Context: an optimization exercise on an open-source flow, tuned for small area and a short achievable clock period. The choices shown serve that exercise and are no tape-out recipe. Function was checked by simulation only, so behaviour that the tests miss may differ from the original.

==> flow/design.v (excerpt) <==
module cordic_stream (
  input  wire        clk,
  input  wire        rst,
  input  wire        in_valid,
  input  wire [15:0] x0,
  input  wire [15:0] y0,
  input  wire [15:0] z0,
  output wire        out_valid,
  output wire [15:0] out_x,
  output wire [15:0] out_y,
  output wire [15:0] out_z
);
==> flow/config.mk <==
export PLATFORM = sky130hd
export DESIGN_NAME = cordic_stream
export DESIGN_NICKNAME = cordic_stream
export VERILOG_FILES = /design/flow/design.v
export SDC_FILE = /design/flow/constraint.sdc
export NUM_CORES = 4
export LEC_CHECK = 0
export CAP_MARGIN = 20
export CORE_MARGIN = 2
export CORE_UTILIZATION = 40
export CTS_CLUSTER_DIAMETER = 60
export CTS_CLUSTER_SIZE = 20
export SETUP_SLACK_MARGIN = 2.8
export SLEW_MARGIN = 20
==> flow/constraint.sdc <==
create_clock -name core_clock -period 5.0 [get_ports {clk}]
set_input_delay 1.0000 -clock core_clock [delete_from_list [all_inputs] [get_ports {clk}]]
set_output_delay 1.0000 -clock core_clock [all_outputs]
set_load 0.01 [all_outputs]
standard.sh (not shown) runs the stock make flow with config.mk's settings and CLKGATE_MAP_FILE= SYNTH_SCRIPT=/design/flow/synth_recipe.tcl, a recipe that flattens the netlist after the stock synthesis.
==> flow/flow/run.sh <==
#!/bin/bash
# Layout flow: the standard flow (standard.sh) with two synthesis changes:
# Yosys's full-adder extraction is skipped (ADDER_MAP_FILE empty), and the
# final ABC mapping uses flow/abc_map.script (see flow/synth.tcl).
# Placement, CTS, timing repair and routing are the standard ones.
# The make output (all tools) goes to flow_make.log; ORFS keeps each
# step's log under orfs/logs/.
set -uo pipefail
here=$(pwd)
bash standard.sh SYNTH_SCRIPT="$here/flow/synth.tcl" ADDER_MAP_FILE= finish > "$here/flow_make.log" 2>&1
exit $?
==> flow/flow/abc_map.script <==
strash
dch
map -D 1500
topo
stime -c
buffer -c
upsize -c
dnsize -c
==> flow/flow/synth.tcl <==
set my_abc_script [file join [file dirname [file normalize [info script]]] abc_map.script]
proc abc {args} {
  set i [lsearch -exact $args -script]
  if {$i >= 0} { lset args [expr {$i + 1}] $::my_abc_script }
  puts "abc (own script): $args"
  yosys abc {*}$args
}
source [file join [file dirname [file dirname [file normalize [info script]]]] synth_recipe.tcl]
Change:
==> flow/flow/run.sh (replaced) <==
#!/bin/bash
# Layout flow: the standard flow (standard.sh) with two synthesis changes:
# Yosys's full-adder extraction is skipped (ADDER_MAP_FILE empty) and the
# final ABC mapping is area-oriented (flow/synth.tcl, flow/abc_map_area.script).
# Placement, CTS, timing repair and routing are the standard ones.
set -uo pipefail
here=$(pwd)
bash standard.sh SYNTH_SCRIPT="$here/flow/synth.tcl" ADDER_MAP_FILE= finish > "$here/flow_make.log" 2>&1
status=$?
exit $status
==> flow/flow/abc_map_area.script (new file) <==
strash
dch
map -B 0.9
topo
stime -c
buffer -c
upsize -c
dnsize -c
==> flow/flow/synth.tcl (replaced) <==
set my_abc_script [file join [file dirname [file normalize [info script]]] abc_map_area.script]
proc abc {args} {
  set i [lsearch -exact $args -script]
  if {$i >= 0} { lset args [expr {$i + 1}] $::my_abc_script }
  puts "abc (area map): $args"
  yosys abc {*}$args
}
source [file join [file dirname [file dirname [file normalize [info script]]]] synth_recipe.tcl]
Settings changed: CTS_CLUSTER_DIAMETER 60 to unset, CTS_CLUSTER_SIZE 20 to unset.
removed: flow/flow/abc_map.script
Count of clock-buffer cells in the layout came out higher by 48. Via count rises by 19%. Area after synthesis rose by 9.9%. Register-to-register slack improves by 240 ps. Setup slack gains 62 ps.
Change:
==> flow/flow/run.sh (replaced) <==
#!/bin/bash
# Layout flow: the standard flow (standard.sh) with two synthesis changes:
# Yosys's full-adder extraction is skipped (ADDER_MAP_FILE empty), and the
# final ABC mapping uses flow/abc_map.script (see flow/synth.tcl).
# Placement, CTS, timing repair and routing are the standard ones.
# The make output (all tools) goes to flow_make.log; ORFS keeps each
# step's log under orfs/logs/.
set -uo pipefail
here=$(pwd)
bash standard.sh SYNTH_SCRIPT="$here/flow/synth.tcl" ADDER_MAP_FILE= finish > "$here/flow_make.log" 2>&1
exit $?
==> flow/flow/abc_map.script (new file) <==
strash
dch
map -D 1500
topo
stime -c
buffer -c
upsize -c
dnsize -c
==> flow/flow/synth.tcl (replaced) <==
set my_abc_script [file join [file dirname [file normalize [info script]]] abc_map.script]
proc abc {args} {
  set i [lsearch -exact $args -script]
  if {$i >= 0} { lset args [expr {$i + 1}] $::my_abc_script }
  puts "abc (own script): $args"
  yosys abc {*}$args
}
source [file join [file dirname [file dirname [file normalize [info script]]]] synth_recipe.tcl]
removed: flow/flow/abc_map_area.script
The new run produced a clean layout; final cell count is lower by about a fifth; via count shrinks by about a fifth; worst setup slack barely changes; non-clock buffer count came out higher by 83.

## afterwards: timing with drivers on the ports
In the flow no input, the clock included, has a driving cell. The finished layouts below were timed again as built, in two steps. Step 1 (the two cells are an assumption about what drives the block):
set clk [get_ports {clk}]
set_driving_cell -lib_cell sky130_fd_sc_hd__clkbuf_16 $clk
set_driving_cell -lib_cell sky130_fd_sc_hd__buf_2 [delete_from_list [all_inputs] $clk]
Step 2, shift: input delay + t, output delay - t, t = (earliest + latest rising clock arrival at the registers) / 2. This alone moves slack from input paths to output paths. a / b / c = ideal / step 1 / step 2; a / b = the first two.
run | t, ns | slack for setup (ns) | worst setup path after step 2
the first run | 0.661 | 2.786 / 2.786 / 2.786 | register to register
the second run | 0.671 | 2.848 / 2.784 / 2.970 | input to register
the third run | 0.640 | 2.847 / 2.787 / 2.864 | register to register
After both steps setup and hold are still met in every run listed.
